This is an optimization exercise on Yosys and OpenROAD, whose aim is small area, not a production implementation.
Only simulation tests tie the RTL to the original design; equivalence was not proved.
Power figures rest on the tool's default switching activity, not on a simulated workload.

--- design.v ---
module ALU (
    input Clk,
    input Reset,
    input [7:0] operand_A, operand_B,
    input [3:0] Sel,
    output [7:0] Out,
    output [3:0] Flag);
    reg [7:0] Result;
    reg [3:0] FlagCpy;
    wire [7:0] nResult;
    wire [3:0] nFlag;
    assign Out = Result;
    assign Flag = FlagCpy;
    wire [7:0] A = operand_A;
    wire [7:0] B = operand_B;
    wire s_add = (Sel == 4'h0);
    wire s_sub = (Sel == 4'h1);
    wire s_mul = (Sel == 4'h2);
    wire s_div = (Sel == 4'h3);
    wire s_shl = (Sel == 4'h4);
    wire s_shr = (Sel == 4'h5);
    wire s_lgc = (Sel >= 4'h6) && (Sel <= 4'hB);
    wire s_quo = s_div || s_shr;             
    wire sub = s_sub || s_quo;               
    wire b_lo = ~|B[7:3];                    
    wire [7:0] Y = s_shr ? (8'h01 << B[2:0]) : B;
    wire [7:0] Yx = Y ^ {8{sub}};            
    wire [7:0] Yn = ~Yx;
    wire [7:0] hz;
    assign hz[0] = 1'b1;
    genvar g, k;
    generate
        for (g = 1; g < 8; g = g + 1) begin : g_hz
            assign hz[g] = ~|Y[7:8-g];
        end
    endgenerate
    wire [7:0] qz = {8{s_quo}} & hz;         
    wire [7:0] xs_n = ~((s_mul || (s_shr && !b_lo)) ? 8'h00 : A);
    wire [7:0] xn0;                  
    wire [7:0] X0;                   
    wire [7:0] q;                    
    wire [7:0] co;                   
    wire [7:0] pr0, gr0;             
    generate
        for (g = 7; g >= 0; g = g - 1) begin : g_row
            wire [8-g:0] c;
            wire [7-g:0] xi, xo;
            wire e;                  
            localparam ET = (g == 0 || (8 - g) % 2 == 1);
            assign c[0] = sub;
            for (k = 0; k <= 7 - g; k = k + 1) begin : g_bit
                wire p, q2;
                if (k == 0) begin : g_k0
                    assign xi[0] = xs_n[g];
                    ALU_pge u_pg (.xn(xi[0]), .yn(Yn[0]), .p(p), .g(q2));
                    ALU_ce  u_c  (.p(p), .g(q2), .c(c[0]), .cn(c[1]));
                    if (g == 0) begin : g_r0
                        assign pr0[0] = p;
                        assign gr0[0] = q2;
                        ALU_sel0_r u_s (.xn(xi[0]), .t(Y[0]), .e(e), .xo(xo[0]));
                    end else if (ET) begin : g_st
                        ALU_sel0_t u_s (.xn(xi[0]), .t(Y[0]), .e(e), .xon(xo[0]));
                    end else begin : g_sn
                        ALU_sel0_n u_s (.xn(xi[0]), .t(Y[0]), .e(e), .xon(xo[0]));
                    end
                end else if (k == 1) begin : g_k1
                    assign xi[1] = xn0[g+1];
                    ALU_k1pre u_pre (.y(Yx[1]), .cn(c[1]), .pyn(p), .gyn(q2));
                    ALU_co    u_c   (.pn(p), .gn(q2), .cn(xi[1]), .c(c[2]));
                    if (g == 0) begin : g_r0
                        ALU_sel1_r u_s (.xn(xi[1]), .y(Yx[1]), .cn(c[1]), .e(e), .xo(xo[1]));
                        ALU_pge u_pg (.xn(~A[1]), .yn(Yn[1]), .p(pr0[1]), .g(gr0[1]));
                    end else if (ET) begin : g_st
                        ALU_sel1_t u_s (.xn(xi[1]), .y(Yx[1]), .cn(c[1]), .e(e), .xon(xo[1]));
                    end else begin : g_sn
                        ALU_sel1_n u_s (.xn(xi[1]), .y(Yx[1]), .cn(c[1]), .e(e), .xon(xo[1]));
                    end
                end else if (k % 2 == 0) begin : g_ke
                    assign xi[k] = g_row[g+1].xo[k-1];
                    ALU_pge u_pg (.xn(xi[k]), .yn(Yn[k]), .p(p), .g(q2));
                    ALU_ce  u_c  (.p(p), .g(q2), .c(c[k]), .cn(c[k+1]));
                    if (g == 0) begin : g_r0
                        assign pr0[k] = p;
                        assign gr0[k] = q2;
                    end
                    if (ET) begin : g_st
                        ALU_selE_t u_s (.xn(xi[k]), .yn(Yn[k]), .c(c[k]), .e(e), .xo(xo[k]));
                    end else begin : g_sn
                        ALU_selE_n u_s (.xn(xi[k]), .yn(Yn[k]), .c(c[k]), .e(e), .xo(xo[k]));
                    end
                end else begin : g_ko
                    assign xi[k] = g_row[g+1].xo[k-1];
                    ALU_pgo u_pg (.x(xi[k]), .y(Yx[k]), .pn(p), .gn(q2));
                    ALU_co  u_c  (.pn(p), .gn(q2), .cn(c[k]), .c(c[k+1]));
                    if (g == 0) begin : g_r0
                        assign pr0[k] = ~p;
                        assign gr0[k] = ~q2;
                        ALU_selO_r u_s (.x(xi[k]), .y(Yx[k]), .cn(c[k]), .e(e), .xo(xo[k]));
                    end else if (ET) begin : g_st
                        ALU_selO_t u_s (.x(xi[k]), .y(Yx[k]), .cn(c[k]), .e(e), .xon(xo[k]));
                    end else begin : g_sn
                        ALU_selO_n u_s (.x(xi[k]), .y(Yx[k]), .cn(c[k]), .e(e), .xon(xo[k]));
                    end
                end
            end
            if ((8 - g) % 2 == 0) begin : g_co_t
                assign co[g] = c[8-g];
            end else begin : g_co_n
                assign co[g] = ~c[8-g];
            end
            if (g == 0) begin : g_last
                assign e = ~s_mul | A[0];
                assign q[0] = co[0];
                assign X0 = xo;
            end else begin : g_mid
                assign xn0[g] = xo[0];
                if (ET) begin : g_en_t
                    ALU_en_t u_en (.s_mul(s_mul), .a(A[g]), .qzn(~qz[g]), .con(c[8-g]), .en(e));
                    assign q[g] = e;
                end else begin : g_en_n
                    ALU_en_n u_en (.s_mul(s_mul), .a(A[g]), .qz(qz[g]), .co(c[8-g]), .en_n(e));
                    assign q[g] = ~e;
                end
            end
        end
    endgenerate
    assign xn0[0] = ~X0[0];
    wire [8:0] cc;
    assign cc[0] = sub;
    generate
        for (k = 0; k < 8; k = k + 1) begin : g_cmp
            wire p, q2;
            if (k % 2 == 0) begin : g_even
                ALU_pge u_pg (.xn(~A[k]), .yn(Yn[k]), .p(p), .g(q2));
                ALU_ce  u_c  (.p(p), .g(q2), .c(cc[k]), .cn(cc[k+1]));
            end else begin : g_odd
                ALU_pgo u_pg (.x(A[k]), .y(Yx[k]), .pn(p), .gn(q2));
                ALU_co  u_c  (.pn(p), .gn(q2), .cn(cc[k]), .c(cc[k+1]));
            end
        end
    endgenerate
    wire ge = cc[8];
    wire lt = !ge;
    wire mul_ovf_e = |(A[7:1] & (co[7:1] | ~hz[7:1]));
    wire m0 = s_mul && A[0];         
    wire mco = m0 && co[0];
    wire r0 = (Result == 8'h00);
    wire a0 = (A == 8'h00);
    wire b0 = (B == 8'h00);
    wire big = (B > 8);
    wire f5 = big || (B == 8 && A == 1) || (B == 7 && (A == 2 || A == 3)) ||
              (B == 6 && (A <= 7 && A >= 4)) || (B == 5 && (A <= 15 && A >= 8)) ||
              (B == 4 && (A <= 31 && A >= 16));
    wire hold_e = (s_add && ge) || (s_sub && lt) || (s_mul && mul_ovf_e) ||
                  (s_div && lt) || (s_shl && (!a0 || big));
    wire sX = (s_add || s_sub || s_mul) && !hold_e;  
    wire sQ = s_quo && !hold_e;                      
    reg T0, T1, T3;
    always @(*)
    begin
        case (Sel)
            4'h6: {T0, T1, T3} = 3'b001;      
            4'h7: {T0, T1, T3} = 3'b011;      
            4'h8: {T0, T1, T3} = 3'b010;      
            4'h9: {T0, T1, T3} = 3'b101;      
            4'hA: {T0, T1, T3} = 3'b110;      
            4'hB: {T0, T1, T3} = 3'b100;      
            default: {T0, T1, T3} = 3'b000;
        endcase
    end
    wire [7:0] lg;
    generate
        for (k = 0; k < 8; k = k + 1) begin : g_res
            ALU_lgb u_l (.p(pr0[k]), .g(gr0[k]), .T0(T0), .T1(T1), .T3(T3), .y(lg[k]));
            ALU_res u_r (.r(Result[k]), .x(X0[k]), .q(q[k]), .l(lg[k]),
                         .hold(hold_e), .sx(sX), .sq(sQ), .mco(mco),
                         .y(nResult[k]));
        end
    endgenerate
    wire z_e = (s_mul && (a0 || b0 || (mul_ovf_e && r0))) ||
               (s_div && lt && r0) ||
               (s_shl && (r0 || (a0 && !big))) ||
               (s_shr && (!b_lo || lt)) ||
               (s_lgc && lg == 8'h00);
    wire f0_e = FlagCpy[0] || z_e;
    wire f2_e = FlagCpy[2] || (s_mul && mul_ovf_e);
    ALU_late u_f0 (.e(f0_e), .k(m0 && r0), .co0(co[0]), .y(nFlag[0]));
    ALU_late u_f2 (.e(f2_e), .k(m0), .co0(co[0]), .y(nFlag[2]));
    assign nFlag[1] = FlagCpy[1] || (s_add && ge) || (s_shl && (!a0 || big));
    assign nFlag[3] = FlagCpy[3] || (s_sub && lt) || (s_div && lt) || (s_shr && f5);
    always @(posedge Clk, posedge Reset)
    begin
        if(Reset) begin
            Result <= 8'h00;
            FlagCpy <= 4'b0000;
        end else begin
            Result <= nResult;
            FlagCpy <= nFlag;
        end
    end
endmodule
module ALU_pge (input xn, yn, output p, g);
    assign p = ~(xn & yn);
    assign g = ~(xn | yn);
endmodule
module ALU_pgo (input x, y, output pn, gn);
    assign pn = ~(x | y);
    assign gn = ~(x & y);
endmodule
module ALU_ce (input p, g, c, output cn);
    assign cn = ~(g | (p & c));
endmodule
module ALU_co (input pn, gn, cn, output c);
    assign c = ~(gn & (pn | cn));
endmodule
module ALU_k1pre (input y, cn, output pyn, gyn);
    assign pyn = ~y & cn;
    assign gyn = ~y | cn;
endmodule
module ALU_en_t (input s_mul, a, qzn, con, output en);
    assign en = (s_mul & a) | (~qzn & ~con);
endmodule
module ALU_en_n (input s_mul, a, qz, co, output en_n);
    assign en_n = ~((s_mul & a) | (qz & co));
endmodule
module ALU_sel0_t (input xn, t, e, output xon);
    assign xon = xn ^ (e & t);
endmodule
module ALU_sel0_n (input xn, t, e, output xon);
    assign xon = xn ^ (~e & t);
endmodule
module ALU_sel0_r (input xn, t, e, output xo);
    assign xo = ~xn ^ (e & t);
endmodule
module ALU_sel1_t (input xn, y, cn, e, output xon);
    assign xon = xn ^ (e & ~(y ^ cn));
endmodule
module ALU_sel1_n (input xn, y, cn, e, output xon);
    assign xon = xn ^ (~e & ~(y ^ cn));
endmodule
module ALU_sel1_r (input xn, y, cn, e, output xo);
    assign xo = ~xn ^ (e & ~(y ^ cn));
endmodule
module ALU_selE_t (input xn, yn, c, e, output xo);
    assign xo = ~xn ^ (e & ~(yn ^ c));
endmodule
module ALU_selE_n (input xn, yn, c, e, output xo);
    assign xo = ~xn ^ (~e & ~(yn ^ c));
endmodule
module ALU_selO_t (input x, y, cn, e, output xon);
    assign xon = ~(x ^ (e & ~(y ^ cn)));
endmodule
module ALU_selO_n (input x, y, cn, e, output xon);
    assign xon = ~(x ^ (~e & ~(y ^ cn)));
endmodule
module ALU_selO_r (input x, y, cn, e, output xo);
    assign xo = x ^ (e & ~(y ^ cn));
endmodule
module ALU_lgb (input p, g, T0, T1, T3, output y);
    assign y = g ? T3 : (p ? T1 : T0);
endmodule
module ALU_res (input r, x, q, l, hold, sx, sq, mco, output y);
    assign y = mco ? r : ((hold & r) | (sx & x) | (sq & q) | l);
endmodule
module ALU_late (input e, k, co0, output y);
    assign y = e | (k & co0);
endmodule
--- flow/run.sh ---
#!/bin/bash
set -euo pipefail
export POST_SYNTH_TCL="$(pwd)/flow/downsize.tcl"
export BUFFER_PORTS_ARGS="-buffer_cell sky130_fd_sc_hd__buf_1"
export RECOVER_POWER=100
bash standard.sh > standard.log 2>&1
--- flow/downsize.tcl ---
# POST_SYNTH hook: set every combinational cell of the synthesized netlist to
# the smallest-area drive strength of the same cell (the same name up to the
# _N drive suffix), so that ABC's drive choices, made without placement or
# real loads, do not stay in the layout. The flow's own repair_design and
# repair_timing then upsize only the cells that timing, slew or load need.
set ::ds_dont_use {}
if {[info exists ::env(DONT_USE_CELLS)]} { set ::ds_dont_use $::env(DONT_USE_CELLS) }
proc ds_dont_use {name} {
  foreach pat $::ds_dont_use { if {[string match $pat $name]} { return 1 } }
  return 0
}
set db [ord::get_db]
# smallest master for each base name: lowest area, then highest drive number
array set best {}
foreach lib [$db getLibs] {
  foreach m [$lib getMasters] {
    set n [$m getName]
    if {![regexp {^(sky130_fd_sc_hd__[a-z0-9]+(?:_[a-z0-9]+)*?)_([0-9]+)$} $n -> base drv]} { continue }
    if {[ds_dont_use $n]} { continue }
    set a [expr {[$m getWidth] * [$m getHeight]}]
    if {![info exists best($base)]} {
      set best($base) [list $a $drv $m]
    } else {
      lassign $best($base) ba bd bm
      if {$a < $ba || ($a == $ba && $drv > $bd)} { set best($base) [list $a $drv $m] }
    }
  }
}
set block [ord::get_db_block]
set swapped 0
foreach inst [$block getInsts] {
  set m [$inst getMaster]
  set n [$m getName]
  # registers keep the cell synthesis gave them
  if {[string match "sky130_fd_sc_hd__df*" $n] || [string match "sky130_fd_sc_hd__dl*" $n] || [string match "sky130_fd_sc_hd__sdf*" $n] || [string match "sky130_fd_sc_hd__edf*" $n]} { continue }
  if {![regexp {^(sky130_fd_sc_hd__[a-z0-9]+(?:_[a-z0-9]+)*?)_([0-9]+)$} $n -> base drv]} { continue }
  if {![info exists best($base)]} { continue }
  set bm [lindex $best($base) 2]
  if {[$bm getName] ne $n} {
    puts "downsize [$inst getName] $n -> [$bm getName]"
    $inst swapMaster $bm
    incr swapped
  }
}
puts "downsize: $swapped cells set to their smallest drive strength"
--- standard.sh ---
#!/bin/bash
# synth_recipe.tcl (not shown) runs the flow's synth.tcl, then flattens the netlist and writes it again
# the make line also repeats each setting of config.mk as NAME=value (left out here)
make -C /OpenROAD-flow-scripts/flow DESIGN_CONFIG=/design/flow/config.mk WORK_HOME=/design/flow/orfs CLKGATE_MAP_FILE= SYNTH_SCRIPT=/design/flow/synth_recipe.tcl "${@:-finish}"
--- config.mk ---
export PLATFORM = sky130hd
export DESIGN_NAME = ALU
export DESIGN_NICKNAME = ALU
export VERILOG_FILES = /design/flow/design.v
export SDC_FILE = /design/flow/constraint.sdc
export NUM_CORES = 4
export LEC_CHECK = 0
export ABC_AREA = 0
export CAP_MARGIN = 20
export CORE_MARGIN = 2
export CORE_UTILIZATION = 45
export GPL_TIMING_DRIVEN = 0
export SLEW_MARGIN = 20
export SYNTH_HIERARCHICAL = 1
export SYNTH_MINIMUM_KEEP_SIZE = 0
--- constraint.sdc ---
create_clock -name core_clock -period 13.5 [get_ports {Clk}]
set_input_delay 2.7000 -clock core_clock [delete_from_list [all_inputs] [get_ports {Clk}]]
set_output_delay 2.7000 -clock core_clock [all_outputs]
set_load 0.01 [all_outputs]
==> results.py, run 1 <==
metrics = {
    "timing": {
        "relSlewSlack_pct": 27.3,
        "timing.final.crit_share_pct": 95.3,
        "drv_slew": 0,
        "clock-skew-final_ns": 0.00319,
        "final.setup.tns_ns": 0,
        "min_period_ns": 12.86,
        "worst_slew_pin_slew_ns": 1.08,
        "max_freq_mhz": 77.7,
        "hold_viol_final": 0,
        "finalSetupViolations": 0,
    },
    "setup_path": {
        "rrSetupSlack_ns": 12.02,
        "r2r-end": "FlagCpy[0]",
        "crit_type": "primary input to register",
        "crit_path_top_delay_cell": "xnor2_1",
        "critPathRequiredTime_ns": 13.63,
        "critPathMaxFanout": 10,
        "cp-start-kind": "primary input",
        "cpMostUsedCell": "o21ai_2",
        "critPathArrivalTime_ns": 12.99,
        "endpoint_kind": "register",
        "reg2regPathDepth": 6,
        "critPathMaxStageDelay_ns": 0.29,
        "r2r-start": "Result[1]",
    },
    "hold_path": {
        "hold_depth": 2,
        "holdCritPathClass": "register to register",
        "min-delay-start": "FlagCpy[1]",
        "hold_path_end": "FlagCpy[1]",
    },
    "place": {
        "hpwl_mm": 7.04,
        "gp_congestion": 0.996,
        "io_buffers": 30,
        "place_area_sq_um": 3130,
    },
    "floorplanning": {
        "ioPinCount": 34,
        "rows": 29,
        "chipWidth_um": 84.4,
        "core_area_sq_um": 6310,
        "initial_core_util_pct": 46.1,
        "die_h_um": 84.4,
        "dieArea_sq_um": 7130,
    },
    "detailed_routing": {
        "post_drt_wl_per_cell_um": 16.3,
        "drtIter0Drc": 311,
        "drtAntennaViolNets": 0,
        "vias_per_cell": 5.81,
        "routed_wirelength_mm": 9.88,
        "drc_errors": 0,
        "vias": 3534,
        "dr.pass1.iters": 5,
    },
    "layout": {
        "syn_to_final_growth_pct": 26.0,
        "stdcell_area_sq_um": 3670,
        "nets": 554,
        "n_antenna_cell": 0,
        "utilization_pct": 58.1,
        "nFillCells": 647,
        "layout-drive-gt1-share_pct": 20.7,
    },
    "pwr": {
        "p_leak_nw": 1.45,
        "ir_drop_v": 0.0000666,
        "p_total_mw": 0.271,
        "power_density_nw_per_um2": 73.8,
    },
    "logic_synthesis": {
        "syn_inst": 476,
        "ys_warn_count": 7,
        "syn_area_sq_um": 2910,
        "syn_area_per_cell_sq_um": 6.12,
        "synth_nets": 498,
    },
    "clocking": {
        "cts.sinks": 12,
        "clk_pin_slew_ns": 0.06,
        "cts_tree": "yes",
        "htree_num_levels": 1,
        "clkLatencyLatePin_ns": 0.24,
        "cts-root-buf": "clkbuf_8",
        "cts_made_buffers": 3,
        "cts_buffer_depth": 2,
    },
    "flow_run": {
        "drv_cap": 0,
    },
    "status": {
        "status": "complete, no violations",
    },
    "global_routing": {
        "grt_pass1_wl_mm": 16.1,
        "overflow": 0,
        "grt_max_degree": 25,
        "grt_pass1_vias": 3293,
        "antenna_found_initial": 0,
        "grt.total_usage_pct": 27.5,
    },
}
## sequential cells by signal, summed over array words and instances, names as in the netlist
| register | cells |
|---|---|
| FlagCpy | 4 |
| Result | 8 |
## repair_timing
action,in CTS,in global routing
buffers inserted,7,15
setup endpoints to repair,10,10
resized for setup,42,28
hold buffers,0,0
endpoints found under the hold margin,0,0
pin swaps,9,14
## layout by cell type, fill, tap and decap left out, types with 3 or more instances in the layout
| cell | instances |
|---|---|
| buf_4 | 22 |
| a221oi_1 | 8 |
| o21ai_2 | 15 |
| clkbuf_8 | 4 |
| mux2i_1 | 12 |
| o21ai_1 | 36 |
| nor2_1 | 68 |
| nor2b_1 | 7 |
| a21o_1 | 3 |
| nor4_1 | 7 |
| a21oi_2 | 11 |
| a22oi_2 | 3 |
| clkbuf_2 | 3 |
| nand2_1 | 96 |
| xnor2_2 | 9 |
| dfrtp_1 | 12 |
| buf_2 | 3 |
| nor3_1 | 8 |
| inv_2 | 19 |
| nand3b_1 | 3 |
| a21oi_1 | 27 |
| xor2_2 | 3 |
| a211oi_1 | 4 |
| xnor2_1 | 35 |
| xor2_1 | 23 |
| buf_1 | 30 |
| nand2b_1 | 13 |
## where the power goes
group | switching (mW) | internal (mW)
sequential | 0.00397 | 0.0414
combinational | 0.112 | 0.0738
clock | 0.0138 | 0.0258
## metal layers
layer	wire length, um	vias to the layer above	GRT usage (%)
met2	4510	120	43.8
met3	604	21	2.26
met4	240	0	10.2
met5	0	-	0
li1	-	1756	-
met1	4530	1637	38.9
## area by class of cell
class | count | area (sq um) | area share [%]
plain buffers | 9 | 56.3 | 1.53
clock buffers | 4 | 55.1 | 1.50
inverters | 21 | 81.3 | 2.22
multi-input cells | 433 | 2800 | 76.4
flip-flops and latches | 12 | 300 | 8.18
well taps | 77 | 96.3 | 2.63
repair buffers | 52 | 278 | 7.57
## through the flow
stage / hold slack, ns / std cells / setup slack [ns]
finish: 0.473 / 608 / 0.638
floorplan: 0.494 / 476 / 0.232
CTS: 0.475 / 593 / 0.00199
global route: 0.488 / 608 / -0.0554
global placement: 0.452 / 583 / -3.41
detailed placement: 0.461 / 583 / -3.68
## critical path, delay by kind of cell
kind	cells	cell delay, ns
AOI/OAI and AO/OA	33	5.63
buffers and inverters	3	0.69
xor gates and xnor gates	9	1.75
and+or+nand+nor	15	2.17
## worst max path at each step
stage	to	cells past startpoint	slack (ns)	from
finish	Result[7]	60	0.64	Sel[0]
floorplan	Result[0]	59	0.23	Sel[2]
global placement	Result[2]	60	-3.41	Sel[2]
detailed placement	Result[1]	61	-3.68	Sel[2]
CTS	Result[7]	62	0.002	operand_B[5]
global route	Result[7]	61	-0.06	operand_B[5]
==> run 2, diff against run 1 <==
--- a/config.mk
+++ b/config.mk
@@ -10,6 +10,7 @@
 export CORE_MARGIN = 2
 export CORE_UTILIZATION = 45
 export GPL_TIMING_DRIVEN = 0
+export SETUP_SLACK_MARGIN = -0.45
 export SLEW_MARGIN = 20
 export SYNTH_HIERARCHICAL = 1
 export SYNTH_MINIMUM_KEEP_SIZE = 0
==> run 2 against run 1 <==
Net effect: still clean; design area is 2.2% lower; area after synthesis stayed put; first-iteration DRC count is 3.9% lower; combinational power is 3% lower; die area stayed put; clock skew is 0.00068 ns lower; clock power hardly changed; synthesized cell count stayed put; cell count is 1.6% lower; via count is 0.25% lower; largest cell class unchanged.
==> results.py, run 2 <==
metrics = {
    "clocking": {
        "cts-root-buf": "clkbuf_8",
        "cts_made_buffers": 3,
        "cts_tree": "yes",
        "clk_pin_slew_ns": 0.06,
        "clkLatencyLatePin_ns": 0.24,
        "cts.sinks": 12,
        "cts_buffer_depth": 2,
        "htree_num_levels": 1,
    },
    "layout": {
        "largest_register_ffs": 8,
        "syn_to_final_growth_pct": 23.2,
        "nets": 544,
        "reg_top3": "Result (8), FlagCpy (4)",
        "layout_common_cells": "nand2_1 (96), nor2_1 (68), o21ai_1 (40), xnor2_1 (36), buf_1 (30)",
        "n_antenna_cell": 0,
        "utilization_pct": 56.8,
        "stdcell_area_sq_um": 3590,
        "nFillCells": 647,
        "layout-drive-gt1-share_pct": 18.2,
        "top_register": "Result",
        "final_common_cell": "nand2_1",
    },
    "setup_path": {
        "endpoint": "Result[7]",
        "r2r-end": "FlagCpy[0]",
        "crit_path_top_delay_cell": "or3_4",
        "critPathMaxStageDelay_ns": 0.45,
        "r2r-start": "Result[1]",
        "rrSetupSlack_ns": 12.04,
        "critPathArrivalTime_ns": 13.35,
        "crit_type": "primary input to register",
        "cp-startpoint": "operand_B[5]",
        "cpMostUsedCell": "a21oi_2",
        "endpoint_kind": "register",
        "critPathMaxFanout": 8,
        "critPathRequiredTime_ns": 13.62,
        "cp-start-kind": "primary input",
        "reg2regPathDepth": 6,
    },
    "timing": {
        "drv_slew": 0,
        "clock-skew-final_ns": 0.00251,
        "final.setup.tns_ns": 0,
        "worst_slew_pin_slew_ns": 1.03,
        "fin_ws_ns": 0.276,
        "min_period_ns": 13.22,
        "relSlewSlack_pct": 30.5,
        "timing.final.crit_share_pct": 98.0,
        "hold_viol_final": 0,
        "max_freq_mhz": 75.6,
        "finalSetupViolations": 0,
    },
    "floorplanning": {
        "dieArea_sq_um": 7130,
        "die_h_um": 84.4,
        "rows": 29,
        "ioPinCount": 34,
        "initial_core_util_pct": 46.1,
        "chipWidth_um": 84.4,
        "core_area_sq_um": 6310,
    },
    "place": {
        "gp_congestion": 0.996,
        "place_area_sq_um": 3130,
        "io_buffers": 30,
        "place_ws_ns": -3.68,
        "hpwl_mm": 7.04,
    },
    "detailed_routing": {
        "drtAntennaViolNets": 0,
        "routed_wirelength_mm": 9.74,
        "drtIter0Drc": 299,
        "dr.pass1.iters": 8,
        "post_drt_wl_per_cell_um": 16.3,
        "vias_per_cell": 5.89,
        "vias": 3525,
        "drc_errors": 0,
    },
    "global_routing": {
        "grt_max_degree": 25,
        "grt_pass1_wl_mm": 15.9,
        "grt_pass1_vias": 3214,
        "antenna_found_initial": 0,
        "grt_use_met1_pct": 38.8,
        "busiest_layer": "met2",
        "grt.total_usage_pct": 27.1,
        "overflow": 0,
        "met2_usage_pct": 44.3,
        "use_met3_pct": 1.77,
    },
    "status": {
        "status": "complete, no violations",
    },
    "logic_synthesis": {
        "syn_area_per_cell_sq_um": 6.12,
        "syn_inst": 476,
        "ys_warn_count": 7,
        "syn_area_sq_um": 2910,
        "synth_nets": 498,
    },
    "pwr": {
        "p_total_mw": 0.265,
        "ir_drop_v": 0.0000658,
        "p_leak_nw": 1.39,
        "power_density_nw_per_um2": 73.7,
    },
    "hold_path": {
        "holdCritPathClass": "register to register",
    },
    "flow_run": {
        "drv_cap": 0,
    },
}
## run 2: changes by cell type in the layout (fill, tap and decap cells not counted), moves of 2 or more
cell	delta
o21ai_1	+4
buf_2	-2
buf_4	-8
o21ai_2	-3
## run 2: per-stage QoR
step           hold WS (ns)  instances
4_1_cts               0.475        592
5_1_grt               0.488        598
3_5_place_dp          0.461        583
2_1_floorplan         0.494        476
3_3_place_gp          0.452        583
6_report              0.469        598
## run 2: worst min-delay path by stage
stage | from | end | slack [ns] | cells past startpoint
2_1_floorplan | FlagCpy[1] | FlagCpy[1] | 0.49 | 2
3_3_place_gp | FlagCpy[1] | FlagCpy[1] | 0.45 | 2
3_5_place_dp | FlagCpy[1] | FlagCpy[1] | 0.46 | 2
4_1_cts | FlagCpy[1] | FlagCpy[1] | 0.47 | 2
5_1_grt | FlagCpy[1] | FlagCpy[1] | 0.49 | 2
6_report | FlagCpy[1] | FlagCpy[1] | 0.47 | 2
## run 2: cell type report
type,instances,area (sq um),area share (%)
buffer,7,48.8,1.36
clock buffer,4,55.1,1.53
inverter,21,83.8,2.34
multi-input combinational,433,2790,77.6
sequential,12,300,8.37
tap,77,96.3,2.68
timing repair buffer,44,218,6.07
## run 2: layer usage
| metal | vias to the layer above | wire, um |
|---|---|---|
| met5 | - | 0 |
| met3 | 16 | 599 |
| li1 | 1746 | - |
| met4 | 0 | 179 |
| met2 | 128 | 4470 |
| met1 | 1635 | 4490 |
## run 2: critical path, delay by kind of cell
| family | cells | cell delay [ns] |
|---|---|---|
| xor+xnor | 9 | 1.64 |
| simple gates | 17 | 2.53 |
| buf+inv | 2 | 0.32 |
| compound gates | 33 | 6.11 |
## run 2: what timing repair did
action	4_1_cts	5_1_grt
buffers inserted	7	7
resized for setup	29	38
setup endpoints to repair	10	10
pin swaps	6	6
hold endpoints to repair	0	0
hold buffers	0	0
## run 2: where the power goes
group	total, mW	switching, mW	leakage (nW)	internal [mW]
Clock	0.0394	0.0137	0.0288	0.0258
Sequential	0.0454	0.00395	0.138	0.0414
Combinational	0.180	0.110	1.22	0.0703
==> run 3, diff against run 2 <==
--- a/config.mk
+++ b/config.mk
@@ -9,8 +9,10 @@
 export CAP_MARGIN = 20
 export CORE_MARGIN = 2
 export CORE_UTILIZATION = 45
+export CTS_BUF_LIST = sky130_fd_sc_hd__clkbuf_4
+export CTS_CLUSTER_SIZE = 20
 export GPL_TIMING_DRIVEN = 0
-export SETUP_SLACK_MARGIN = -0.45
+export SETUP_SLACK_MARGIN = -0.3
 export SLEW_MARGIN = 20
 export SYNTH_HIERARCHICAL = 1
 export SYNTH_MINIMUM_KEEP_SIZE = 0
==> run 3 against run 2 <==
Net effect: combinational power about the same; sequential share of layout area up 0.082 points; first-iteration DRC count up 15%; hold slack better by 0.0089 ns; still clean; clock power down about 40%; highest routed layer unchanged; largest cell class unchanged; die area unchanged; clock skew up 0.0088 ns; flip-flop and latch count unchanged; cell count down 0.33%; area after synthesis unchanged.
==> results.py, run 3 <==
metrics = {
    "status": {
        "status": "complete, no violations",
    },
    "setup_path": {
        "cp-start-kind": "primary input",
        "rrSetupSlack_ns": 12.05,
        "critPathRequiredTime_ns": 13.67,
        "critPathMaxFanout": 10,
        "r2r-start": "Result[1]",
        "crit_path_top_delay_cell": "and4bb_4",
        "critPathArrivalTime_ns": 13.23,
        "r2r-end": "FlagCpy[0]",
        "critPathMaxStageDelay_ns": 0.34,
        "crit_type": "primary input to register",
        "cp-startpoint": "Sel[2]",
        "reg2regPathDepth": 6,
        "cpMostUsedCell": "a21oi_2",
        "endpoint_kind": "register",
    },
    "floorplanning": {
        "die_h_um": 84.4,
        "ioPinCount": 34,
        "chipWidth_um": 84.4,
        "dieArea_sq_um": 7130,
        "core_area_sq_um": 6310,
        "rows": 29,
        "initial_core_util_pct": 46.1,
    },
    "detailed_routing": {
        "post_drt_wl_per_cell_um": 16.4,
        "vias_per_cell": 5.89,
        "drtAntennaViolNets": 0,
        "routed_wirelength_mm": 9.80,
        "drc_errors": 0,
        "dr.pass1.iters": 5,
        "vias": 3512,
        "drtIter0Drc": 343,
    },
    "layout": {
        "layout_common_cells": "nand2_1 (96), nor2_1 (67), o21ai_1 (39), xnor2_1 (36), buf_1 (28)",
        "seq_area_sq_um": 300,
        "n_antenna_cell": 0,
        "nets": 542,
        "largest_register_ffs": 8,
        "top_register": "Result",
        "nFillCells": 656,
        "reg_top3": "Result (8), FlagCpy (4)",
        "syn_to_final_growth_pct": 22.0,
        "final_common_cell": "nand2_1",
        "multi_input_area_sq_um": 2790,
        "layout-drive-gt1-share_pct": 18.5,
    },
    "timing": {
        "finalSetupViolations": 0,
        "relSlewSlack_pct": 28.9,
        "fin_hold_ws_ns": 0.478,
        "min_period_ns": 13.06,
        "clock-skew-final_ns": 0.0113,
        "worst_slew_pin_slew_ns": 1.06,
        "timing.final.crit_share_pct": 96.7,
        "hold_viol_final": 0,
        "drv_slew": 0,
        "max_freq_mhz": 76.6,
    },
    "pwr": {
        "power_density_nw_per_um2": 69.9,
        "p_leak_nw": 1.38,
        "p_total_mw": 0.249,
        "ir_drop_v": 0.0000511,
    },
    "clocking": {
        "htree_num_levels": 1,
        "cts_made_buffers": 3,
        "cts_tree": "yes",
        "cts.sinks": 12,
        "cts_buffer_depth": 2,
        "cts-root-buf": "clkbuf_4",
        "clk_pin_slew_ns": 0.09,
        "clkLatencyLatePin_ns": 0.28,
        "cts_hold_buf": 0,
    },
    "place": {
        "gp_congestion": 0.996,
        "hpwl_mm": 7.04,
        "io_buffers": 30,
    },
    "logic_synthesis": {
        "syn_inst": 476,
        "syn_area_sq_um": 2910,
        "synth_nets": 498,
        "syn_area_per_cell_sq_um": 6.12,
        "ys_warn_count": 7,
    },
    "global_routing": {
        "grt_pass1_wl_mm": 16.0,
        "use_met3_pct": 2.16,
        "grt_use_met1_pct": 38.5,
        "busiest_layer": "met2",
        "overflow": 0,
        "met2_usage_pct": 44.9,
        "grt_max_degree": 25,
        "grt.total_usage_pct": 27.3,
        "antenna_found_initial": 0,
        "grt_pass1_vias": 3239,
    },
    "flow_run": {
        "drv_cap": 0,
    },
    "hold_path": {
        "hold_path_end": "FlagCpy[1]",
        "holdCritPathClass": "register to register",
        "min-delay-start": "FlagCpy[1]",
        "hold_depth": 2,
    },
}
## run 3: cell type report
type | instances | area share [%]
Multi-Input combinational cell | 433 | 78.6
Inverter | 21 | 2.29
Timing Repair Buffer | 43 | 5.99
Sequential cell | 12 | 8.45
Clock buffer | 3 | 0.634
Clock inverter | 1 | 0.106
Buffer | 6 | 1.23
Tap cell | 77 | 2.71
## run 3: routing by layer
layer  up-vias  part of all wire (%)  routed length [um]
met3        20                   6.9                 672
met4         0                   2.1                 205
met2       145                    45                4460
met1      1611                    46                4470
met5         -                     0                   0
li1       1736                     -                   -
## run 3: worst max-delay path by stage
stage | to | slack, ns | cells after the start
CTS | Result[7] | -0.30 | 61
global route | Result[7] | -0.36 | 61
finish | Result[7] | 0.44 | 60
global placement | Result[2] | -3.41 | 60
detailed placement | Result[1] | -3.68 | 61
floorplan | Result[0] | 0.23 | 59
## run 3: worst max-delay path, delay by kind of cell
kind / cells / cell delay, ns
AOI/OAI and AO/OA: 36 / 6.44
muxes: 1 / 0.32
and+or+nand+nor: 12 / 1.78
xor gates and xnor gates: 9 / 1.55
buffers and inverters: 2 / 0.39
## run 3: timing repair
action                                 in CTS  in global routing
pin swaps                                   6                  7
buffers inserted                            8                  5
endpoints found under the hold margin       0                  0
gates resized for setup                    29                 39
setup endpoints to repair                  10                 10
## run 3: per-stage QoR
| stage | instances | area, sq um | worst slack, ns | utilization, % | TNS [ns] |
|---|---|---|---|---|---|
| floorplan | 476 | 2910 | 0.232 | - | 0 |
| CTS | 592 | 3360 | -0.297 | 53.2 | -2.10 |
| finish | 596 | 3550 | 0.443 | 56.3 | 0 |
| global placement | 583 | 3120 | -3.41 | 49.4 | -33.12 |
| global route | 596 | 3550 | -0.355 | 56.3 | -2.40 |
| detailed placement | 583 | 3130 | -3.68 | 49.5 | -35.76 |
## run 3: where the power goes
part	leakage, nW	switching, mW	total [mW]	internal, mW
Clock	0.0154	0.0129	0.0236	0.0107
Combinational	1.22	0.110	0.180	0.0701
Sequential	0.138	0.00392	0.0452	0.0413
Total	1.38	0.126	0.249	0.122
==> run 4, diff against run 3 <==
==> flow/run.sh (replaced) <==
#!/bin/bash
set -euo pipefail
export POST_SYNTH_TCL="$(pwd)/flow/downsize.tcl"
export BUFFER_PORTS_ARGS="-buffer_cell sky130_fd_sc_hd__buf_1"
export RECOVER_POWER=100
export SKIP_INCREMENTAL_REPAIR=1
bash standard.sh > standard.log 2>&1
--- a/config.mk
+++ b/config.mk
@@ -12,7 +12,7 @@
 export CTS_BUF_LIST = sky130_fd_sc_hd__clkbuf_4
 export CTS_CLUSTER_SIZE = 20
 export GPL_TIMING_DRIVEN = 0
-export SETUP_SLACK_MARGIN = -0.3
+export SETUP_SLACK_MARGIN = 0.15
 export SLEW_MARGIN = 20
 export SYNTH_HIERARCHICAL = 1
 export SYNTH_MINIMUM_KEEP_SIZE = 0
==> run 4 against run 3 <==
Net effect: now fails the layout checks on negative setup slack; clock-buffer cell count stayed put; synthesized cell count is the same; cell count is 0.34% lower; clock skew fell by 0.0018 ns; non-clock buffer count fell by 2; first-iteration DRC count fell by 11%; sequential share of layout area up 0.36 points; core utilization down 2.3 points; power decreased by 2.9%; critical path type unchanged; critical endpoint unchanged.
==> results.py, run 4 <==
metrics = {
    "place": {
        "dp.cells": 583,
        "hpwl_mm": 7.04,
        "io_buffers": 30,
        "gp_congestion": 0.996,
    },
    "global_routing": {
        "overflow": 0,
        "grt_pass1_vias": 3316,
        "grt_max_degree": 25,
        "antenna_found_initial": 0,
        "grt.total_usage_pct": 27.7,
        "grt_pass1_wl_mm": 16.3,
    },
    "detailed_routing": {
        "routed-wl-met3_um": 686,
        "drtIter0Drc": 305,
        "dr.pass1.iters": 5,
        "met1Wirelength_mm": 4.37,
        "vias_per_cell": 5.83,
        "highest_layer": "met4",
        "drc_errors": 0,
        "vias": 3465,
        "drtAntennaViolNets": 0,
        "post_drt_wl_per_cell_um": 16.1,
        "routed_wirelength_mm": 9.59,
        "wl_met2_mm": 4.20,
    },
    "setup_path": {
        "critPathArrivalTime_ns": 13.71,
        "reg2regPathDepth": 6,
        "crit_path_top_delay_cell": "clkbuf_1",
        "crit_type": "primary input to register",
        "endpoint_kind": "register",
        "worst-path-buf-inv": 3,
        "cpMostUsedCell": "o21ai_1",
        "cp-start-kind": "primary input",
        "critPathMaxStageDelay_ns": 0.41,
        "crit_family": "compound AO/OA/AOI/OAI gates",
        "path_depth": 62,
        "critPathRequiredTime_ns": 13.67,
        "critPathMaxFanout": 10,
    },
    "hold_path": {
        "holdCritPathClass": "register to register",
        "hold_depth": 2,
    },
    "layout": {
        "utilization_pct": 54.0,
        "largest_register_ffs": 8,
        "reg_top3": "Result (8), FlagCpy (4)",
        "final_common_cell": "nand2_1",
        "syn_to_final_growth_pct": 17.1,
        "top_register": "Result",
        "layout_common_cells": "nand2_1 (97), nor2_1 (68), o21ai_1 (44), xnor2_1 (39)",
        "layout-drive-gt1-share_pct": 13.3,
        "nets": 540,
        "n_antenna_cell": 0,
        "layout.cells.non_filler": 594,
    },
    "pwr": {
        "power_frac_seq_pct": 18.8,
        "power_density_nw_per_um2": 70.8,
        "power.share.clock_pct": 9.8,
        "combinationalPowerShare_pct": 71.5,
        "p_leak_nw": 1.31,
        "p_sw_share_pct": 51.0,
        "p_int_mw": 0.118,
        "switching_power_mw": 0.123,
        "ir_drop_v": 0.0000516,
    },
    "timing": {
        "timing.final.crit_share_pct": 100,
        "finalSetupViolations": 2,
        "fin_ws_ns": -0.0457,
        "clock-skew-final_ns": 0.00958,
        "hold_viol_final": 0,
        "relSlewSlack_pct": 29.2,
        "drv_slew": 0,
        "min_period_ns": 13.55,
        "max_freq_mhz": 73.8,
        "worst_slew_pin_slew_ns": 1.05,
        "fin_hold_ws_ns": 0.474,
    },
    "logic_synthesis": {
        "synth_nets": 498,
        "syn_area_sq_um": 2910,
        "ys_warn_count": 7,
        "syn_inst": 476,
        "syn_area_per_cell_sq_um": 6.12,
    },
    "floorplanning": {
        "initial_core_util_pct": 46.1,
        "core_area_sq_um": 6310,
        "ioPinCount": 34,
        "rows": 29,
        "chipWidth_um": 84.4,
        "die_h_um": 84.4,
        "dieArea_sq_um": 7130,
    },
    "clocking": {
        "htree_num_levels": 1,
        "cts-resized-gates": 43,
        "cts_buffer_depth": 2,
        "cts-root-buf": "clkbuf_4",
        "cts_tree": "yes",
        "cts_hold_buf": 0,
        "cts.sinks": 12,
        "clkLatencyLatePin_ns": 0.28,
        "cts_setup_buffers": 7,
        "cts_made_buffers": 3,
        "clk_pin_slew_ns": 0.09,
    },
    "flow_run": {
        "drv_cap": 0,
    },
    "status": {
        "status": "complete, but fails checks",
        "so.violations": "negative setup slack",
    },
}
-- run 4: worst reg2reg max path, delay by kind of cell, from the launching register on --
kind / cells / cell delay [ns]
AOI/OAI and AO/OA: 3 / 0.46
DFF: 1 / 0.40
and+or+nand+nor: 3 / 0.56
-- run 4: layout make-up --
type | count | area [sq um]
Buffer | 10 | 61.3
Clock buffer | 3 | 22.5
Clock inverter | 1 | 3.75
Fill cell | 679 | 2900
Inverter | 21 | 78.8
Multi-Input combinational cell | 433 | 2680
Sequential cell | 12 | 300
Tap cell | 77 | 96.3
Timing Repair Buffer | 37 | 165
-- run 4: power groups by stage --
stage	Combinational, mW	Sequential (mW)	Clock, mW
finish	0.172	0.0453	0.0236
global route	0.191	0.0460	0.0262
CTS	0.170	0.0454	0.0240
detailed placement	0.157	0.0461	0
global placement	0.154	0.0459	0
floorplan	0.120	0.0481	0
-- run 4: path summary, 6_finish.rpt --
path | start | slack (ns) | end
min in group asynchronous | Reset | 2.39 | FlagCpy[3]
max in group asynchronous | Reset | 10.77 | Result[3]
worst max register to register | Result[1] | 12.05 | FlagCpy[0]
worst min-delay path | FlagCpy[1] | 0.47 | FlagCpy[1]
worst min register to register | FlagCpy[1] | 0.47 | FlagCpy[1]
worst max-delay path | operand_B[2] | -0.05 | Result[7]
-- run 4: routing by layer --
| layer | up-vias | global-route usage [%] |
|---|---|---|
| met5 | - | 0 |
| met4 | 0 | 10.1 |
| met3 | 29 | 2.46 |
| met2 | 132 | 44.3 |
| met1 | 1574 | 39.0 |
| li1 | 1730 | - |
-- run 4: per-stage QoR --
stage	power [mW]	TNS, ns	setup WS, ns	instance area [sq um]
after floorplan	0.168	0	0.232	2910
after global placement	0.200	-33.12	-3.41	3120
after detailed placement	0.203	-35.76	-3.68	3130
after CTS	0.239	0	0.158	3410
after global routing	0.263	-9.76	-1.10	3410
final	0.241	-0.0657	-0.0457	3410
==> run 5, diff against run 4 <==
==> flow/run.sh (replaced) <==
#!/bin/bash
set -euo pipefail
export POST_SYNTH_TCL="$(pwd)/flow/downsize.tcl"
export BUFFER_PORTS_ARGS="-buffer_cell sky130_fd_sc_hd__buf_1"
export RECOVER_POWER=100
SETUP_SLACK_MARGIN=0.5 bash standard.sh cts > standard_to_cts.log 2>&1
SETUP_SLACK_MARGIN=-0.3 bash standard.sh > standard.log 2>&1
--- a/config.mk
+++ b/config.mk
@@ -12,7 +12,6 @@
 export CTS_BUF_LIST = sky130_fd_sc_hd__clkbuf_4
 export CTS_CLUSTER_SIZE = 20
 export GPL_TIMING_DRIVEN = 0
-export SETUP_SLACK_MARGIN = 0.15
 export SLEW_MARGIN = 20
 export SYNTH_HIERARCHICAL = 1
 export SYNTH_MINIMUM_KEEP_SIZE = 0
==> run 5 against run 4 <==
Net effect: the run now finishes clean; worst setup slack better by 0.65 ns; largest power group unchanged; routed wire length is 0.75% higher; area after synthesis stayed put.
==> results.py, run 5 <==
metrics = {
    "detailed_routing": {
        "vias_per_cell": 5.91,
        "vias": 3556,
        "dr.pass1.iters": 5,
        "drtAntennaViolNets": 0,
        "post_drt_wl_per_cell_um": 16.0,
        "drc_errors": 0,
        "drtIter0Drc": 330,
        "routed_wirelength_mm": 9.66,
    },
    "layout": {
        "largest_register_ffs": 8,
        "stdcell_area_sq_um": 3560,
        "nFillCells": 652,
        "syn_to_final_growth_pct": 22.3,
        "layout-drive-gt1-share_pct": 18.5,
        "seq_area_sq_um": 300,
        "top_register": "Result",
        "layout_common_cells": "nand2_1 (97), nor2_1 (68), o21ai_1 (38), xnor2_1 (36), buf_1 (30)",
        "nets": 548,
        "reg_top3": "Result (8), FlagCpy (4)",
        "utilization_pct": 56.4,
        "n_antenna_cell": 0,
        "final_common_cell": "nand2_1",
        "multi_input_area_sq_um": 2770,
    },
    "pwr": {
        "p_leak_nw": 1.39,
        "combinationalPowerShare_pct": 72.4,
        "p_sw_share_pct": 50.7,
        "ir_drop_v": 0.0000738,
        "power_density_nw_per_um2": 69.3,
        "power_frac_seq_pct": 18.3,
        "switching_power_mw": 0.125,
        "p_int_mw": 0.122,
        "p_total_mw": 0.247,
        "power.share.clock_pct": 9.3,
    },
    "floorplanning": {
        "rows": 29,
        "ioPinCount": 34,
        "core_area_sq_um": 6310,
        "chipWidth_um": 84.4,
        "dieArea_sq_um": 7130,
        "die_h_um": 84.4,
        "initial_core_util_pct": 46.1,
    },
    "setup_path": {
        "crit_type": "primary input to register",
        "critPathArrivalTime_ns": 13.06,
        "critPathRequiredTime_ns": 13.66,
        "worst-path-buf-inv": 5,
        "critPathMaxFanout": 10,
        "crit_path_top_delay_cell": "xor2_1",
        "critPathMaxStageDelay_ns": 0.34,
        "rrSetupSlack_ns": 12.06,
        "cp-start-kind": "primary input",
        "cpMostUsedCell": "nand2_1",
        "crit_family": "compound AO/OA/AOI/OAI gates",
        "cp-startpoint": "Sel[2]",
        "reg2regPathDepth": 6,
        "r2r-start": "Result[1]",
        "endpoint_kind": "register",
        "r2r-end": "FlagCpy[0]",
    },
    "clocking": {
        "htree_num_levels": 1,
        "clk_pin_slew_ns": 0.09,
        "cts_buffer_depth": 2,
        "clkLatencyLatePin_ns": 0.27,
        "cts_made_buffers": 3,
        "cts-root-buf": "clkbuf_4",
        "cts_tree": "yes",
        "cts.sinks": 12,
    },
    "global_routing": {
        "grt_pass1_wl_mm": 16.0,
        "antenna_found_initial": 0,
        "grt_pass1_vias": 3303,
        "overflow": 0,
        "grt.total_usage_pct": 27.1,
        "grt_max_degree": 25,
    },
    "timing": {
        "relSlewSlack_pct": 38.4,
        "drv_slew": 0,
        "min_period_ns": 12.90,
        "fin_ws_ns": 0.600,
        "hold_viol_final": 0,
        "finalSetupViolations": 0,
        "max_freq_mhz": 77.5,
        "timing.final.crit_share_pct": 95.6,
        "clock-skew-final_ns": 0.00871,
        "worst_slew_pin_slew_ns": 0.924,
    },
    "flow_run": {
        "drv_cap": 0,
    },
    "status": {
        "status": "complete, no violations",
    },
    "place": {
        "io_buffers": 30,
        "place_area_sq_um": 3140,
        "gp_congestion": 0.989,
        "hpwl_mm": 6.96,
        "place_ws_ns": -2.97,
    },
    "logic_synthesis": {
        "syn_inst": 476,
        "syn_area_sq_um": 2910,
        "ys_warn_count": 7,
        "synth_nets": 498,
        "syn_area_per_cell_sq_um": 6.12,
    },
    "hold_path": {
        "holdCritPathClass": "register to register",
        "min-delay-start": "FlagCpy[1]",
        "hold_path_end": "FlagCpy[1]",
        "hold_depth": 2,
    },
}
-- run 5: final cells by class --
type	instances	share of cell area (%)
Clock buffer	3	0.632
Inverter	21	2.21
Buffer	10	1.76
Tap cell	77	2.71
Sequential cell	12	8.43
Timing Repair Buffer	45	6.32
Clock inverter	1	0.105
Multi-Input combinational cell	433	77.8
-- run 5: power groups by stage --
stage | Clock [mW] | Combinational [mW] | Sequential (mW)
6_report | 0.0230 | 0.179 | 0.0452
5_1_grt | 0.0251 | 0.199 | 0.0460
4_1_cts | 0.0234 | 0.171 | 0.0453
3_5_place_dp | 0 | 0.158 | 0.0461
3_3_place_gp | 0 | 0.155 | 0.0458
2_1_floorplan | 0 | 0.120 | 0.0481
-- run 5: worst max-delay path by stage --
stage | to | slack, ns | depth (start not counted)
4_1_cts | Result[7] | 0.52 | 57
3_3_place_gp | Result[5] | -2.86 | 60
6_report | Result[7] | 0.60 | 62
5_1_grt | Result[7] | -0.36 | 62
3_5_place_dp | Result[6] | -2.97 | 60
2_1_floorplan | Result[0] | 0.60 | 60
-- run 5: repair_timing --
item                                    4_1_cts  5_1_grt
endpoints found under the setup margin       10        9
hold buffers                                  0        0
resized for setup                            46       13
pin swaps                                    10        7
buffers inserted                             10        5
-- run 5: layer usage --
metal	global-route usage [%]	vias to the layer above	wire length (um)
met5	0	-	0
met4	6.20	0	195
met3	3.44	24	585
met2	46.4	130	4470
met1	36.5	1656	4410
li1	-	1746	-
-- run 5: per-stage QoR --
stage	cells	TNS (ns)	hold WS (ns)
floorplan	476	0	0.494
global placement	583	-27.56	0.453
detailed placement	583	-28.67	0.450
CTS	597	0	0.473
global route	602	-2.28	0.485
finish	602	0	0.477
-- run 5: worst min-delay path: stages, from the launching register on --
cell and delay (ns):
dfrtp_1 0.36, inv_2 0.04, o41ai_1 0.05
==> run 6, diff against run 5 <==
==> flow/run.sh (replaced) <==
#!/bin/bash
set -euo pipefail
export POST_SYNTH_TCL="$(pwd)/flow/downsize.tcl"
export BUFFER_PORTS_ARGS="-buffer_cell sky130_fd_sc_hd__buf_1"
export RECOVER_POWER=100
SETUP_SLACK_MARGIN=0.65 bash standard.sh cts > standard_to_cts.log 2>&1
SKIP_INCREMENTAL_REPAIR=1 bash standard.sh > standard.log 2>&1
==> run 6 against run 5 <==
Net effect: non-clock buffer count down 4; highest routed layer unchanged; still clean; register-to-register slack lost 0.04 ns; sequential share of layout area rose by 0.12 points; flip-flop and latch count unchanged; design area is 1.4% lower.
==> results.py, run 6 <==
metrics = {
    "status": {
        "status": "complete, no violations",
    },
    "detailed_routing": {
        "dr.pass1.iters": 5,
        "drtIter0Drc": 307,
        "drtAntennaViolNets": 0,
        "post_drt_wl_per_cell_um": 16.3,
        "vias_per_cell": 5.90,
        "routed_wirelength_mm": 9.75,
        "vias": 3527,
        "drc_errors": 0,
    },
    "global_routing": {
        "grt_pass1_vias": 3367,
        "grt_max_degree": 25,
        "grt_pass1_wl_mm": 16.2,
        "grt.total_usage_pct": 27.6,
        "overflow": 0,
        "antenna_found_initial": 0,
    },
    "place": {
        "dp.cells": 583,
        "gp_congestion": 0.981,
        "io_buffers": 30,
        "place_ws_ns": -2.71,
        "hpwl_mm": 7.13,
        "place_area_sq_um": 3150,
    },
    "pwr": {
        "power_density_nw_per_um2": 70.1,
        "p_leak_nw": 1.37,
        "ir_drop_v": 0.0000636,
    },
    "clocking": {
        "cts_made_buffers": 3,
        "cts_tree": "yes",
        "cts_setup_buffers": 11,
        "cts-resized-gates": 51,
        "cts_hold_buf": 0,
        "cts-root-buf": "clkbuf_4",
        "clkLatencyLatePin_ns": 0.28,
        "cts_buffer_depth": 2,
        "htree_num_levels": 1,
        "cts.sinks": 12,
        "clk_pin_slew_ns": 0.08,
    },
    "layout": {
        "largest_register_ffs": 8,
        "nFillCells": 664,
        "utilization_pct": 55.6,
        "layout-drive-gt1-share_pct": 16.5,
        "stdcell_area_sq_um": 3510,
        "nets": 544,
        "top_register": "Result",
        "final_common_cell": "nand2_1",
        "reg_top3": "Result (8), FlagCpy (4)",
        "layout_common_cells": "nand2_1 (97), nor2_1 (68), o21ai_1 (41), xnor2_1 (35), buf_1 (29)",
        "seq_area_sq_um": 300,
        "syn_to_final_growth_pct": 20.6,
        "layout.cells.non_filler": 598,
        "multi_input_area_sq_um": 2750,
        "n_antenna_cell": 0,
    },
    "timing": {
        "worst_slew_pin_slew_ns": 1.08,
        "finalSetupViolations": 0,
        "timing.final.crit_share_pct": 96.4,
        "drv_slew": 0,
        "min_period_ns": 13.01,
        "clock-skew-final_ns": 0.00332,
        "hold_viol_final": 0,
        "fin_ws_ns": 0.487,
        "relSlewSlack_pct": 27.4,
        "max_freq_mhz": 76.8,
    },
    "logic_synthesis": {
        "ys_warn_count": 7,
        "syn_area_per_cell_sq_um": 6.12,
        "synth_nets": 498,
        "syn_area_sq_um": 2910,
        "syn_inst": 476,
    },
    "setup_path": {
        "endpoint_kind": "register",
        "reg2regPathDepth": 6,
        "critPathMaxStageDelay_ns": 0.32,
        "crit_path_top_delay_cell": "and4bb_2",
        "cpMostUsedCell": "a21oi_2",
        "cp-start-kind": "primary input",
        "critPathMaxFanout": 10,
        "critPathArrivalTime_ns": 13.18,
        "critPathRequiredTime_ns": 13.67,
        "crit_type": "primary input to register",
    },
    "floorplanning": {
        "rows": 29,
        "core_area_sq_um": 6310,
        "initial_core_util_pct": 46.1,
        "chipWidth_um": 84.4,
        "dieArea_sq_um": 7130,
        "die_h_um": 84.4,
        "ioPinCount": 34,
    },
    "hold_path": {
        "hold_depth": 2,
        "holdCritPathClass": "register to register",
    },
    "flow_run": {
        "drv_cap": 0,
    },
}
==> run 6: layout make-up <==
class / instances / area share [%]
multi-input combinational: 433 / 78.4
sequential: 12 / 8.55
timing repair buffer: 41 / 5.56
tap: 77 / 2.74
inverter: 21 / 2.25
buffer: 10 / 1.75
clock buffer: 3 / 0.641
clock inverter: 1 / 0.107
==> run 6: per-stage QoR <==
step / power [mW] / hold WS [ns] / setup TNS (ns)
after global placement: 0.201 / 0.452 / -25.72
final: 0.246 / 0.471 / 0
after global routing: 0.268 / 0.515 / -3.09
after CTS: 0.245 / 0.483 / 0
after detailed placement: 0.205 / 0.462 / -26.07
after floorplan: 0.169 / 0.494 / 0
==> run 6: final timing paths <==
path                       slack [ns]       start          to
max                              0.49      Sel[2]   Result[7]
min                              0.47  FlagCpy[1]  FlagCpy[1]
max reg2reg                     12.02   Result[1]  FlagCpy[0]
min reg2reg                      0.47  FlagCpy[1]  FlagCpy[1]
max in group asynchronous       10.78       Reset   Result[4]
min in group asynchronous        2.39       Reset  FlagCpy[3]
==> run 6: metal layers <==
layer  GRT usage, %  part of all wire [%]
met1           37.3                    45
met2           46.4                    46
met3           3.34                   6.9
met4           7.79                   1.9
met5              0                     0
==> run 6: worst max-delay path: cells and delay by family <==
| family | cells | cell delay (ns) |
|---|---|---|
| AO/OA/AOI/OAI | 37 | 6.33 |
| buffers and inverters | 4 | 0.70 |
| multiplexers | 1 | 0.27 |
| XOR/XNOR | 9 | 1.48 |
| AND/OR/NAND/NOR | 12 | 1.65 |
==> run 6: power by group <==
part / switching, mW / total [mW] / internal [mW]
combinational: 0.108 / 0.177 / 0.0685
sequential: 0.00390 / 0.0452 / 0.0413
clock: 0.0136 / 0.0243 / 0.0107
==> run 7, diff against run 6 <==
--- a/design.v
+++ b/design.v
@@ -26,15 +26,16 @@
     wire [7:0] Y = s_shr ? (8'h01 << B[2:0]) : B;
     wire [7:0] Yx = Y ^ {8{sub}};            
     wire [7:0] Yn = ~Yx;
-    wire [7:0] hz;
+    wire [7:0] hz, qz;
     assign hz[0] = 1'b1;
+    assign qz[0] = s_quo;
     genvar g, k;
     generate
         for (g = 1; g < 8; g = g + 1) begin : g_hz
-            assign hz[g] = ~|Y[7:8-g];
-        end
-    endgenerate
-    wire [7:0] qz = {8{s_quo}} & hz;         
+            assign hz[g] = ~|B[7:8-g];
+            assign qz[g] = (s_div && hz[g]) || (s_shr && B[2:0] < 8 - g);
+        end
+    endgenerate
     wire [7:0] xs_n = ~((s_mul || (s_shr && !b_lo)) ? 8'h00 : A);
     wire [7:0] xn0;                  
     wire [7:0] X0;                   
==> run 7 against run 6 <==
Net effect: global-route usage decreased by 1.4 points; design area decreased by 0.89%; via count shrank 4.5%; fmax up 0.47%; critical path depth is the same; critical endpoint is now FlagCpy[0].
==> results.py, run 7 <==
metrics = {
    "timing": {
        "max_freq_mhz": 77.2,
        "fin_hold_ws_ns": 0.476,
        "timing.final.crit_share_pct": 95.9,
        "relSlewSlack_pct": 21.0,
        "clock-skew-final_ns": 0.00279,
        "drv_slew": 0,
        "fin_ws_ns": 0.548,
        "finalSetupViolations": 0,
        "hold_viol_final": 0,
        "worst_slew_pin_slew_ns": 1.18,
        "min_period_ns": 12.95,
    },
    "detailed_routing": {
        "wl_met2_mm": 4.45,
        "routed-wl-met3_um": 402,
        "routed_wirelength_mm": 9.09,
        "vias_per_cell": 5.65,
        "highest_layer": "met4",
        "met1Wirelength_mm": 4.11,
        "dr.pass1.iters": 5,
        "drtIter0Drc": 153,
        "vias": 3368,
        "drtAntennaViolNets": 0,
        "drc_errors": 0,
        "post_drt_wl_per_cell_um": 15.3,
    },
    "global_routing": {
        "grt_pass1_wl_mm": 15.3,
        "antenna_found_initial": 0,
        "grt_max_degree": 24,
        "overflow": 0,
        "grt_pass1_vias": 3173,
        "grt.total_usage_pct": 26.2,
    },
    "layout": {
        "final_common_cell": "nand2_1",
        "reg_top3": "Result (8), FlagCpy (4)",
        "top_register": "Result",
        "largest_register_ffs": 8,
        "layout_common_cells": "nand2_1 (93), nor2_1 (65), o21ai_1 (44), xnor2_1 (35), buf_1 (31)",
        "layout.cells.non_filler": 596,
        "syn_to_final_growth_pct": 20.8,
        "nets": 542,
        "layout-drive-gt1-share_pct": 16.2,
        "n_antenna_cell": 0,
    },
    "place": {
        "dp.cells": 581,
        "place_ws_ns": -1.86,
        "gp_congestion": 0.959,
        "hpwl_mm": 6.87,
        "io_buffers": 30,
    },
    "pwr": {
        "power_density_nw_per_um2": 75.0,
        "power.share.clock_pct": 8.5,
        "combinationalPowerShare_pct": 74.0,
        "power_frac_seq_pct": 17.5,
        "p_int_mw": 0.129,
        "switching_power_mw": 0.132,
        "p_sw_share_pct": 50.6,
        "ir_drop_v": 0.0000536,
        "p_leak_nw": 1.33,
    },
    "floorplanning": {
        "core_area_sq_um": 6280,
        "ioPinCount": 34,
        "rows": 29,
        "initial_core_util_pct": 45.9,
        "chipWidth_um": 84.0,
        "die_h_um": 84.0,
        "dieArea_sq_um": 7060,
    },
    "setup_path": {
        "crit_path_top_delay_cell": "a2111oi_0",
        "critPathMaxStageDelay_ns": 0.36,
        "critPathMaxFanout": 10,
        "critPathArrivalTime_ns": 13.12,
        "crit_family": "compound AO/OA/AOI/OAI gates",
        "worst-path-buf-inv": 9,
        "cp-start-kind": "primary input",
        "critPathRequiredTime_ns": 13.67,
        "endpoint_kind": "register",
        "cpMostUsedCell": "nand2_1",
        "crit_type": "primary input to register",
    },
    "logic_synthesis": {
        "syn_area_per_cell_sq_um": 6.09,
        "synth_nets": 495,
        "syn_area_sq_um": 2880,
        "ys_warn_count": 7,
        "syn_inst": 473,
    },
    "clocking": {
        "cts-resized-gates": 33,
        "cts_buffer_depth": 2,
        "cts_made_buffers": 3,
        "htree_num_levels": 1,
        "cts-root-buf": "clkbuf_4",
        "cts.sinks": 12,
        "cts_hold_buf": 0,
        "cts_setup_buffers": 11,
        "cts_tree": "yes",
        "clkLatencyLatePin_ns": 0.27,
        "clk_pin_slew_ns": 0.07,
    },
    "hold_path": {
        "holdCritPathClass": "register to register",
    },
    "flow_run": {
        "drv_cap": 0,
    },
    "status": {
        "status": "complete, no violations",
    },
}
==> run 7: routing by layer <==
metal | global-route usage [%] | vias up
li1 | - | 1737
met1 | 34.5 | 1537
met2 | 46.7 | 84
met3 | 1.29 | 10
met4 | 6.01 | 0
met5 | 0 | -
==> run 7: area by class of cell <==
class / instances / area, sq um
tap: 77 / 96.3
clock buffer: 3 / 22.5
inverter: 22 / 82.6
clock inverter: 1 / 3.75
multi-input combinational: 428 / 2720
sequential: 12 / 300
buffer: 11 / 45.0
fill: 657 / 2800
timing repair buffer: 42 / 210
==> run 7: stage by stage <==
stage	utilization [%]	cell area, sq um	setup TNS, ns	power (mW)
after CTS	55.4	3480	0	0.261
after floorplan	-	2970	0	0.185
after detailed placement	51.2	3210	-17.66	0.222
after global placement	50.6	3180	-16.61	0.218
final	55.4	3480	0	0.261
after global routing	55.4	3480	-2.12	0.284
==> run 7: path summary, 6_finish.rpt <==
check / start / end / slack [ns] / cells past startpoint
worst max-delay path: Sel[3] / FlagCpy[0] / 0.55 / 63
worst min-delay path: FlagCpy[1] / FlagCpy[1] / 0.48 / 2
worst max register to register: Result[2] / FlagCpy[0] / 11.93 / 6
worst min register to register: FlagCpy[1] / FlagCpy[1] / 0.48 / 2
max in group asynchronous: Reset / Result[7] / 10.82 / 2
min in group asynchronous: Reset / Result[6] / 2.38 / 2
==> run 7: power by group through the flow <==
stage	Combinational, mW	Clock (mW)	Sequential (mW)
after floorplan	0.136	0	0.0488
after global placement	0.172	0	0.0463
after detailed placement	0.176	0	0.0466
after CTS	0.192	0.0229	0.0459
after global routing	0.214	0.0236	0.0468
final	0.193	0.0222	0.0458
==> run 7: worst reg2reg max path, cell delays in order (launching register included) <==
cell and delay, ns:
dfrtp_1 0.37, nor4_1 0.07, nand2_1 0.13, nor3_1 0.06, a2111oi_0 0.45, o311ai_1 0.18
a21o_1 0.20
==> run 8, diff against run 7 <==
==> flow/run.sh (replaced) <==
#!/bin/bash
set -euo pipefail
export POST_SYNTH_TCL="$(pwd)/flow/downsize.tcl"
export BUFFER_PORTS_ARGS="-buffer_cell sky130_fd_sc_hd__buf_1"
export RECOVER_POWER=100
SETUP_SLACK_MARGIN=0.5 bash standard.sh cts > standard_to_cts.log 2>&1
SKIP_INCREMENTAL_REPAIR=1 bash standard.sh > standard.log 2>&1
==> run 8 against run 7 <==
Net effect: sequential power is essentially flat; clock-buffer cell count is the same; critical path depth grew 1; area after synthesis is the same; highest routed layer unchanged; synthesized cell count is the same; core utilization shrank 0.38 points; non-clock buffer count shrank 2; power shrank 1.2%; critical path type unchanged; first-iteration DRC count grew 25%.
==> results.py, run 8 <==
metrics = {
    "layout": {
        "layout-drive-gt1-share_pct": 15.5,
        "seq_area_sq_um": 300,
        "nFillCells": 673,
        "nets": 540,
        "multi_input_area_sq_um": 2720,
        "largest_register_ffs": 8,
        "layout_common_cells": "nand2_1 (93), nor2_1 (65), o21ai_1 (45), xnor2_1 (34), buf_1 (31)",
        "syn_to_final_growth_pct": 19.9,
        "final_common_cell": "nand2_1",
        "layout.cells.non_filler": 593,
        "top_register": "Result",
        "n_antenna_cell": 0,
        "reg_top3": "Result (8), FlagCpy (4)",
    },
    "clocking": {
        "htree_num_levels": 1,
        "cts_made_buffers": 3,
        "cts-root-buf": "clkbuf_4",
        "clkLatencyLatePin_ns": 0.26,
        "cts_setup_buffers": 9,
        "cts_buffer_depth": 2,
        "cts-resized-gates": 32,
        "cts_tree": "yes",
        "clk_pin_slew_ns": 0.07,
        "cts_hold_buf": 0,
        "cts.sinks": 12,
    },
    "timing": {
        "relSlewSlack_pct": 20.7,
        "max_freq_mhz": 76.3,
        "final.setup.tns_ns": 0,
        "min_period_ns": 13.10,
        "hold_viol_final": 0,
        "timing.final.crit_share_pct": 97.0,
        "finalSetupViolations": 0,
        "worst_slew_pin_slew_ns": 1.18,
        "drv_slew": 0,
        "clock-skew-final_ns": 0.00144,
    },
    "floorplanning": {
        "ioPinCount": 34,
        "core_area_sq_um": 6280,
        "chipWidth_um": 84.0,
        "initial_core_util_pct": 45.9,
        "dieArea_sq_um": 7060,
        "rows": 29,
        "die_h_um": 84.0,
    },
    "setup_path": {
        "critPathRequiredTime_ns": 13.65,
        "critPathMaxStageDelay_ns": 0.31,
        "crit_type": "primary input to register",
        "critPathMaxFanout": 10,
        "crit_path_top_delay_cell": "or2_2",
        "cp-start-kind": "primary input",
        "endpoint_kind": "register",
        "cp-startpoint": "Sel[3]",
        "reg2regPathDepth": 6,
        "endpoint": "Result[7]",
        "rrSetupSlack_ns": 12.01,
        "critPathArrivalTime_ns": 13.25,
        "r2r-end": "FlagCpy[0]",
        "r2r-start": "Result[1]",
    },
    "global_routing": {
        "overflow": 0,
        "grt_pass1_wl_mm": 15.3,
        "antenna_found_initial": 0,
        "grt_pass1_vias": 3181,
        "grt_max_degree": 24,
        "grt.total_usage_pct": 26.2,
    },
    "place": {
        "hpwl_mm": 6.95,
        "gp_congestion": 0.999,
        "io_buffers": 30,
        "dp.cells": 581,
    },
    "detailed_routing": {
        "routed_wirelength_mm": 9.05,
        "drtIter0Drc": 191,
        "drtAntennaViolNets": 0,
        "vias_per_cell": 5.68,
        "dr.pass1.iters": 5,
        "vias": 3370,
        "post_drt_wl_per_cell_um": 15.3,
        "drc_errors": 0,
    },
    "flow_run": {
        "drv_cap": 0,
    },
    "logic_synthesis": {
        "syn_inst": 473,
        "syn_area_per_cell_sq_um": 6.09,
        "ys_warn_count": 7,
        "synth_nets": 495,
        "syn_area_sq_um": 2880,
    },
    "status": {
        "status": "complete, no violations",
    },
    "pwr": {
        "ir_drop_v": 0.0000600,
        "p_leak_nw": 1.32,
        "power_density_nw_per_um2": 74.6,
    },
    "hold_path": {
        "holdCritPathClass": "register to register",
    },
}
-- run 8: final cells by class --
type                       count  share of cell area (%)
tap                           77                    2.79
inverter                      22                    2.39
clock buffer                   3                   0.652
timing repair buffer          40                    5.54
buffer                        11                    1.38
sequential                    12                    8.69
multi-input combinational    428                    78.6
-- run 8: power breakdown --
part           leakage [nW]  total [mW]  switching, mW  internal, mW
Sequential            0.138      0.0456        0.00395        0.0417
Combinational          1.17       0.192          0.116        0.0755
Clock                0.0138      0.0207         0.0104        0.0103
-- run 8: worst max-delay path: cells and delay by family --
family / cells / cell delay [ns]
AND/OR/NAND/NOR: 14 / 1.98
buffers and inverters: 4 / 0.73
XOR/XNOR: 10 / 1.77
AO/OA/AOI/OAI: 36 / 6.02
-- run 8: stage by stage --
stage | area, sq um | setup slack, ns | util [%] | hold WS, ns | power [mW]
floorplan | 2960 | 0.563 | - | 0.500 | 0.185
global placement | 3170 | -1.89 | 50.5 | 0.460 | 0.218
detailed placement | 3210 | -1.98 | 51.1 | 0.462 | 0.223
CTS | 3460 | 0.507 | 55.1 | 0.478 | 0.258
global route | 3460 | -0.544 | 55.1 | 0.505 | 0.281
finish | 3460 | 0.399 | 55.1 | 0.472 | 0.258
-- run 8: worst min path at each step --
stage | start | end | slack, ns | cells past startpoint
floorplan | FlagCpy[1] | FlagCpy[1] | 0.50 | 2
global placement | FlagCpy[1] | FlagCpy[1] | 0.46 | 2
detailed placement | FlagCpy[1] | FlagCpy[1] | 0.46 | 2
CTS | FlagCpy[1] | FlagCpy[1] | 0.48 | 2
global route | FlagCpy[1] | FlagCpy[1] | 0.51 | 2
finish | FlagCpy[1] | FlagCpy[1] | 0.47 | 2
-- run 8: routing by layer --
| layer | vias to the layer above | global-route usage (%) | part of all wire, % |
|---|---|---|---|
| met4 | 0 | 8.50 | 1.9 |
| li1 | 1715 | - | - |
| met5 | - | 0 | 0 |
| met3 | 15 | 2.08 | 4.6 |
| met1 | 1537 | 34.5 | 45 |
| met2 | 103 | 44.9 | 49 |

## afterwards: timing with drivers on the ports
No port has a modelled driver above. Below, the same layouts with a new extraction and two added sets of constraints.
Step 1 assumes that a clkbuf_16 drives the clock port and a buf_2 every other input.
Step 2 times the ports against the registers' clock, not the clock port: input delays grow and output delays shrink by t, the midpoint of the rising clock arrivals with the driver on.
a / b / c = ideal ports / drivers / drivers and shift; a / b = the first two.
run | t (ns) | setup slack, ns
run 1 | 0.262 | 0.638 / 0.635 / 0.374
run 2 | 0.262 | 0.276 / 0.279 / 0.017
run 3 | 0.295 | 0.443 / 0.439 / 0.144
run 4 | 0.292 | -0.046 / -0.046 / -0.339
run 5 | 0.285 | 0.600 / 0.595 / 0.310
run 6 | 0.298 | 0.487 / 0.482 / 0.184
run 7 | 0.293 | 0.548 / 0.544 / 0.250
run 8 | 0.282 | 0.399 / 0.398 / 0.116
